Background: an optimization exercise with open tools, aiming at small area. Do not read the settings as production practice.
Only simulation tests tie the RTL to the original design; equivalence was not proved.
Power figures rest on the tool's default switching activity, not on a simulated workload.

--- design.v ---
module timer(clk, rst, timedClk);
  input clk, rst;
  output reg timedClk;
  reg [31:0] counter;
  always_ff @(posedge clk) begin
    if (rst) begin
      counter <= 32'd0;
      timedClk <= 1'd0;
    end else begin
      counter++;
      if (counter == 32'd24999999) begin
        timedClk <= 1'd1;
        counter <= 32'd0;
      end else begin
        timedClk <= 1'd0;
      end
    end
  end
endmodule
module traffic_light(clk, rst, attention, preset, preset_add, force_red, preferential, leds, lgreen);
  input clk, rst;
  input attention, preferential;
  input preset, preset_add, force_red;
  output reg lgreen;
  reg lgreen_ff;
  output reg [0:2] leds;
  reg [0:2] leds_ff;
  reg [7:0] timer;
  reg [7:0] timer_ff;
  reg [3:0] last_state;
  reg [3:0] last_state_ff;
  reg [7:0] extra_time;
  reg [7:0] extra_time_ff;
  enum {STATE_INITIAL, STATE_GREEN, STATE_YELLOW, STATE_RED, ADD_TIMER, ATTENTION, PRESET, ADD_PRESET} CurrentState, NextState;
  always_ff @(posedge clk, posedge rst) begin
    if (rst == 1'b1) begin
		CurrentState <= STATE_INITIAL;
		timer_ff <= 8'd0;
		last_state_ff <= 4'd0;
		extra_time_ff <= 8'd0;
		leds_ff <= 3'd0;
		lgreen_ff <= 1'd0;
	 end else begin
		CurrentState <= NextState;
		timer_ff <= timer;
		extra_time_ff <= extra_time;
		last_state_ff <= last_state;
		leds_ff <= leds;
		lgreen_ff <= lgreen;
	 end
  end
  always_comb begin
    timer = timer_ff;
    last_state = last_state_ff;
    extra_time = extra_time_ff;
    leds = leds_ff;
	 lgreen = lgreen_ff;
    case (CurrentState)
      STATE_INITIAL: begin
        leds = 3'b000;
        last_state = 4'd0;
        if (preferential) begin
          extra_time = 7'd10;
        end else begin
          extra_time = 7'd0;
        end
      end
      PRESET: begin
			lgreen = 1'd0;
      end
      ADD_PRESET: begin
        extra_time = extra_time + 7'd10;
		  lgreen = 1'd1;
      end
      STATE_GREEN: begin
        leds = 3'b100;
        if (last_state != 4'd1) timer = 7'd0;
        last_state = 4'd1;
      end
      STATE_YELLOW: begin
        leds = 3'b010;
        if (last_state != 4'd2) timer = 7'd0;
        last_state = 4'd2;
      end
      STATE_RED: begin
        leds = 3'b001;
        if (last_state != 4'd3) timer = 7'd0;
        last_state = 4'd3;
      end
      ADD_TIMER: begin
        timer = timer + 7'd1;
      end
      ATTENTION: begin
        leds = 3'b000;
        if (last_state != 4'd4) timer = 7'd0;
        last_state = 4'd4;
      end
    endcase
  end
  always_comb begin
    NextState = CurrentState;
    case (CurrentState)
      STATE_INITIAL: begin
        if (!preset) NextState = STATE_GREEN;
        else NextState = PRESET;
      end
      PRESET: begin
        if (!preset) NextState = STATE_GREEN;
        else if (preset_add) NextState = ADD_PRESET;
      end
      ADD_PRESET: begin
        if (!preset_add) NextState = PRESET;
      end
      STATE_GREEN: begin
        if (force_red) NextState = STATE_RED;
        else if (attention) NextState = ATTENTION;
        else if (timer == (7'd30 + extra_time) && last_state == 4'd1) NextState = STATE_YELLOW;
        else NextState = ADD_TIMER;
      end
      STATE_YELLOW: begin
        if (force_red) NextState = STATE_RED;
        else if (attention && timer == 1) NextState = ATTENTION;
        else if (timer == 7'd3 && last_state == 4'd2) NextState = STATE_RED;
        else NextState = ADD_TIMER;
      end
      STATE_RED: begin
        if (attention && !force_red) NextState = ATTENTION;
        else if (timer == 7'd2 && last_state == 4'd3 && !force_red) NextState = STATE_GREEN;
        else if (!force_red) NextState = ADD_TIMER;
      end
      ADD_TIMER: begin
        if (last_state == 4'd1) NextState = STATE_GREEN;
        else if (last_state == 4'd2) NextState = STATE_YELLOW;
        else if (last_state == 4'd3) NextState = STATE_RED;
        else if (last_state == 4'd4) NextState = ATTENTION;
      end
      ATTENTION: begin
        if (timer == 7'd1) NextState = STATE_YELLOW;
        else NextState = ADD_TIMER;
      end
    endcase
  end
endmodule
module top_level(clk, rst, attention, preset, preset_adds, force_reds, preferentials, ltfs, lgreen);
  input clk, rst;
  input attention;
  input preset;
  input [3:0] preset_adds, force_reds, preferentials;
  output [11:0] ltfs;
  output [3:0] lgreen;
  reg [7:0] timer;
  reg [7:0] timer_ff;
  reg [3:0] last_state;
  reg [3:0] last_state_ff;
  reg [0:3] resets;
  reg [0:3] resets_ff;
  reg timedClk;
  timer t(.*);
  traffic_light tl1(.clk(clk), .rst(resets[0]), .attention(attention), .preset(preset), .preset_add(preset_adds[0]), .force_red(force_reds[0]), .preferential(preferentials[0]), .leds(ltfs[2:0]), .lgreen(lgreen[0]));
  traffic_light tl2(.clk(clk), .rst(resets[1]), .attention(attention), .preset(preset), .preset_add(preset_adds[1]), .force_red(force_reds[1]), .preferential(preferentials[1]), .leds(ltfs[5:3]), .lgreen(lgreen[1]));
  traffic_light tl3(.clk(clk), .rst(resets[2]), .attention(attention), .preset(preset), .preset_add(preset_adds[2]), .force_red(force_reds[2]), .preferential(preferentials[2]), .leds(ltfs[8:6]), .lgreen(lgreen[2]));
  traffic_light tl4(.clk(clk), .rst(resets[3]), .attention(attention), .preset(preset), .preset_add(preset_adds[3]), .force_red(force_reds[3]), .preferential(preferentials[3]), .leds(ltfs[11:9]), .lgreen(lgreen[3]));
  enum {INITIAL, TRAFFIC_LIGHT_1, TRAFFIC_LIGHT_2, TRAFFIC_LIGHT_3, TRAFFIC_LIGHT_4, ADD_TIMER} CurrentState, NextState;
  always_ff @(posedge clk, posedge rst) begin
    if (rst == 1'b1) begin
		CurrentState <= INITIAL;
		timer_ff <= 8'd0;
		resets_ff <= 4'd0;
		last_state_ff <= 4'd0;
	 end else begin
		CurrentState <= NextState;
		timer_ff <= timer;
		resets_ff <= resets;
		last_state_ff <= last_state;
	end
  end
  always_comb begin
    timer = timer_ff;
    resets = resets_ff;
    last_state = last_state_ff;
    case (CurrentState)
      INITIAL: begin
        timer = 8'd0;
        resets[0] = 1'b1;
        resets[1] = 1'b1;
        resets[2] = 1'b1;
        resets[3] = 1'b1;
      end
      TRAFFIC_LIGHT_1: begin
        if (last_state !== 4'd1) timer = 8'd0;
        last_state = 4'd1;
        resets[0] = 1'b0;
        resets[1] = 1'b1;
        resets[2] = 1'b1;
        resets[3] = 1'b1;
      end
      TRAFFIC_LIGHT_2: begin
        if (last_state !== 4'd2) timer = 8'd0;
        resets[0] = 1'b0;
        resets[1] = 1'b0;
        resets[2] = 1'b1;
        resets[3] = 1'b1;
        last_state = 4'd2;
      end
      TRAFFIC_LIGHT_3: begin
        if (last_state !== 4'd3) timer = 8'd0;
        resets[0] = 1'b0;
        resets[1] = 1'b0;
        resets[2] = 1'b0;
        resets[3] = 1'b1;
        last_state = 4'd3;
      end
      TRAFFIC_LIGHT_4: begin
        if (last_state !== 4'd4) timer = 8'd0;
        resets[0] = 1'b0;
        resets[1] = 1'b0;
        resets[2] = 1'b0;
        resets[3] = 1'b0;
        last_state = 4'd4;
      end
      ADD_TIMER: begin
        timer = timer + 8'd1;
      end
    endcase
  end
  always_comb begin
    NextState = CurrentState;
    case (CurrentState)
      INITIAL: NextState = TRAFFIC_LIGHT_1;
      TRAFFIC_LIGHT_1: begin
        if (timer == 8'd3) NextState = TRAFFIC_LIGHT_2;
        else NextState = ADD_TIMER;
      end
      TRAFFIC_LIGHT_2: begin
        if (timer == 8'd3) NextState = TRAFFIC_LIGHT_3;
        else NextState = ADD_TIMER;
      end
      TRAFFIC_LIGHT_3: begin
        if (timer == 8'd3) NextState = TRAFFIC_LIGHT_4;
        else NextState = ADD_TIMER;
      end
      TRAFFIC_LIGHT_4: begin
      end
      ADD_TIMER: begin
        if (last_state == 4'd1) NextState = TRAFFIC_LIGHT_1;
        else if (last_state == 4'd2) NextState = TRAFFIC_LIGHT_2;
        else if (last_state == 4'd3) NextState = TRAFFIC_LIGHT_3;
        else if (last_state == 4'd4) NextState = TRAFFIC_LIGHT_4;
      end
    endcase
  end
endmodule
--- run.sh ---
#!/bin/bash
# synth_recipe.tcl (not shown) runs the flow's synth.tcl, then flattens the netlist and writes it again
# the make line also repeats each setting of config.mk as NAME=value (left out here)
make -C /OpenROAD-flow-scripts/flow DESIGN_CONFIG=/design/flow/config.mk WORK_HOME=/design/flow/orfs CLKGATE_MAP_FILE= SYNTH_SCRIPT=/design/flow/synth_recipe.tcl finish
--- config.mk ---
export PLATFORM = sky130hd
export DESIGN_NAME = top_level
export DESIGN_NICKNAME = top_level
export VERILOG_FILES = /design/flow/design.v
export SDC_FILE = /design/flow/constraint.sdc
export NUM_CORES = 4
export LEC_CHECK = 0
export CAP_MARGIN = 20
export CORE_MARGIN = 2
export CORE_UTILIZATION = 40
export SLEW_MARGIN = 20
--- constraint.sdc ---
create_clock -name core_clock -period 20.0 [get_ports {clk}]
set_input_delay 4.0000 -clock core_clock [delete_from_list [all_inputs] [get_ports {clk}]]
set_output_delay 4.0000 -clock core_clock [all_outputs]
set_load 0.01 [all_outputs]
==> flow_metrics.py <==
metrics = {
    "pwr": {
        "swShare_pct": 44.4,
        "power_frac_seq_pct": 27.0,
        "clockPowerShare_pct": 20.0,
        "switching_power_uw": 709,
        "p_per_area_mw_per_mm2": 157,
        "p_leak_nw": 4.42,
        "ir_worst_vdd_uv": 86.5,
        "p_int_uw": 887,
        "combPwrFrac_pct": 53.0,
    },
    "placement": {
        "pre_cts_ws_ns": 12.78,
        "gp_congestion": 0.867,
        "placed_area_mm2": 0.00949,
        "post-dp-hpwl_um": 15600,
        "io_buffers": 31,
    },
    "floorplan": {
        "core_area_mm2": 0.0220,
        "die_x_um": 154,
        "dieArea_mm2": 0.0237,
        "die_y_um": 154,
        "start_util_pct": 41.0,
        "rows": 54,
        "ioPinCount": 32,
    },
    "route": {
        "drc": 0,
        "num_vias": 8130,
        "postRouteAntennaNets": 0,
        "viasPerCell": 5.90,
        "first_pass_iters": 6,
        "drt-wirelength-per-cell_um": 16.1,
        "wl_um": 22100,
        "drt-initial-drc-count": 547,
    },
    "timing": {
        "worst_slack_ns": 13.21,
        "slew_viol_final": 0,
        "max_clock_freq_mhz": 147,
        "fin_crit_ns": 6.79,
        "finalSetupTns_ns": 0,
        "rsz0062_at_grt": "false",
        "fin_worst_skew_ns": 0.0108,
        "slew_headroom_pct": 29.3,
        "setup-violations-final": 0,
        "min_period_over_period_pct": 33.9,
        "finalHoldViolations": 0,
        "worstMarginPinSlew_ns": 1.05,
    },
    "clock_tree": {
        "cts.repair.resized": 0,
        "cts_made_buffers": 17,
        "cts_tree": "done",
        "clkSinkCount": 127,
        "post_cts_buffers": 0,
        "clk_path_buf_depth": 2,
        "h-tree-depth": 4,
        "clk_transition_reported_paths_ns": 0.06,
        "cts_hold_buffers": 0,
        "clk_latency_ns": 0.42,
        "cts_root_buf": "clkbuf_16",
    },
    "synth": {
        "synthTopCellsByArea": "dfrtp_1 (35%), nand2_1 (4.1%), nor2_1 (3.8%)",
        "synth-edff-count": 0,
        "synth_top_area_share_pct": 35.3,
        "synthArstFlopShare_pct": 100,
        "synth_top_cell_by_area": "dfrtp_1",
        "netlist_instances": 1081,
        "synth_cell_types": 94,
        "ys_ff_latch": 127,
        "avgSynthCellArea_um2": 8.32,
        "ys.flop_type": "dfrtp_1",
        "syn_nets": 1110,
        "ys_seq_area_share_pct": 35.3,
        "ys_warn_count": 3,
        "yosysMostFrequentCell": "dfrtp_1",
        "syn-cell-area_mm2": 0.00900,
        "yosys-top-cells-count": "dfrtp_1 (127), nand2_1 (98), nor2_1 (90)",
    },
    "cells_and_area": {
        "fin_util_pct": 46.4,
        "design_area_mm2": 0.0102,
        "nNetsFinal": 1113,
        "syn_to_final_growth_pct": 13.2,
        "fill_cells": 2084,
        "drive_gt1_share_pct": 7.38,
        "diodes": 0,
    },
    "worst_setup_path": {
        "path_class": "in -> reg",
        "worstPathRequired_ns": 20.31,
        "reg2reg_from": "tl3.CurrentState[2]",
        "critPathLaunch": "preferentials[2]",
        "reg2reg_to": "tl3.CurrentState[2]",
        "cp.arrival_ns": 7.09,
        "cp_max_fo": 3,
        "end_kind": "flip-flop",
        "reg2regPathDepth": 9,
        "ff2ff_setup_slack_ns": 15.96,
        "startpoint_type": "input pin",
        "cp-endpoint": "tl3.CurrentState[2]",
    },
    "run": {
        "drv_cap": 0,
    },
    "global_route": {
        "grt_pass1_vias": 7396,
        "gr-max-usage-layer": "met2",
        "grt_usage_pct": 18.9,
        "grtUsageMet3_pct": 2.87,
        "overflow": 0,
        "antenna_found_initial": 0,
        "met2_usage_pct": 30.0,
        "grt_use_met1_pct": 27.0,
        "grt_pass1_wl_um": 37100,
        "grt_max_degree": 36,
    },
    "min_path": {
        "hold_path.class": "reg -> async",
    },
    "outcome": {
        "outcome": "complete, no violations",
    },
}
-- layout by cell type (no fill, tap or decap), types with 18 or more instances in the layout --
cell / synthesis / final
a21oi_1: 65 / 64
and2_1: 18 / 18
clkdlybuf4s50_1: 0 / 31
dfrtp_1: 127 / 127
inv_1: 53 / 53
nand2_1: 98 / 98
nand3_1: 56 / 56
nor2_1: 90 / 90
nor2b_1: 20 / 20
nor3_1: 32 / 32
o211ai_1: 20 / 20
o21ai_0: 62 / 62
xnor2_1: 30 / 30
-- cell families after synthesis --
family,synth area share [%]
AO/OA/AOI/OAI,23.8
XOR/XNOR,4.83
buffers and inverters,5.24
AND/OR/NAND/NOR,26.6
flip-flops,35.3
adder cells (fa/ha/maj),1.92
multiplexers,2.31
-- critical path, stage by stage --
cell and delay [ns]:
clkdlybuf4s50_1 0.40, or4_1 0.39, o211ai_1 0.13, ha_1 0.24
nand3_1 0.13, or2_1 0.25, or4_1 0.49, a31o_1 0.23
a2111o_1 0.38, a31oi_1 0.22, a2bb2o_4 0.23
-- how the worst min path moves through the flow --
| stage | start | to | slack (ns) | depth (start not counted) |
|---|---|---|---|---|
| global route | resets_ff[2] | tl3.last_state_ff[2] | 0.38 | 1 |
| finish | resets_ff[2] | tl3.last_state_ff[2] | 0.34 | 1 |
| detailed placement | resets_ff[3] | tl4.last_state_ff[1] | 0.44 | 2 |
| floorplan | tl3.lgreen_ff | tl3.lgreen_ff | 0.44 | 2 |
| global placement | resets_ff[3] | tl4.extra_time_ff[0] | 0.44 | 2 |
| CTS | resets_ff[3] | tl4.CurrentState[1] | 0.44 | 2 |
-- power groups by stage --
stage | Sequential, mW | Clock, mW | Combinational (mW)
6_report | 0.432 | 0.318 | 0.846
5_1_grt | 0.447 | 0.338 | 0.947
3_5_place_dp | 0.433 | 0 | 0.839
4_1_cts | 0.429 | 0.327 | 0.845
3_3_place_gp | 0.433 | 0 | 0.836
2_1_floorplan | 0.381 | 0 | 0.694
-- routing by layer --
| metal | vias to the layer above | part of all wire [%] |
|---|---|---|
| li1 | 4029 | - |
| met1 | 3889 | 49 |
| met2 | 189 | 47 |
| met3 | 23 | 3.6 |
| met4 | 0 | 0.99 |
| met5 | - | 0 |
-- per-stage QoR --
step                cells  total power, mW  hold slack (ns)
global placement     1342             1.27            0.436
finish               1377             1.60            0.342
detailed placement   1342             1.27            0.436
global route         1377             1.73            0.385
CTS                  1374             1.60            0.437
floorplan            1081             1.07            0.443
-- area by class of cell --
cell class | count | area [um2] | area share (%)
clock inverters | 13 | 164 | 1.61
clock buffers | 19 | 443 | 4.35
flip-flops and latches | 127 | 3180 | 31.2
repair buffers | 42 | 453 | 4.45
well taps | 280 | 350 | 3.44
inverters | 54 | 203 | 1.99
multi-input cells | 842 | 5400 | 53.0

-- re-timing with driven ports --
In the flow no input, the clock included, has a driving cell. The finished layout below was timed again as built, in two steps.
Step 1, drivers: a clkbuf_16 drives clk and a buf_2 each remaining input, both assumed.
Step 2 moves the port delays by t, midway between the first and last clock arrival at a register: inputs arrive t later, outputs are due t later. That takes back most of the time a late clock gives input paths.
a / b / c = ideal ports / drivers / drivers and shift; a / b = the first two.
t, ns: 0.455
slack for setup (ns): 13.213 / 13.235 / 12.780
worst data-port slew with drivers (ns): 0.05
pins driven straight from the clock port: 1
After both steps this run still meets setup and hold. The setup slack of this run moves by +0.022 ns with the drivers and by -0.433 ns with both steps.
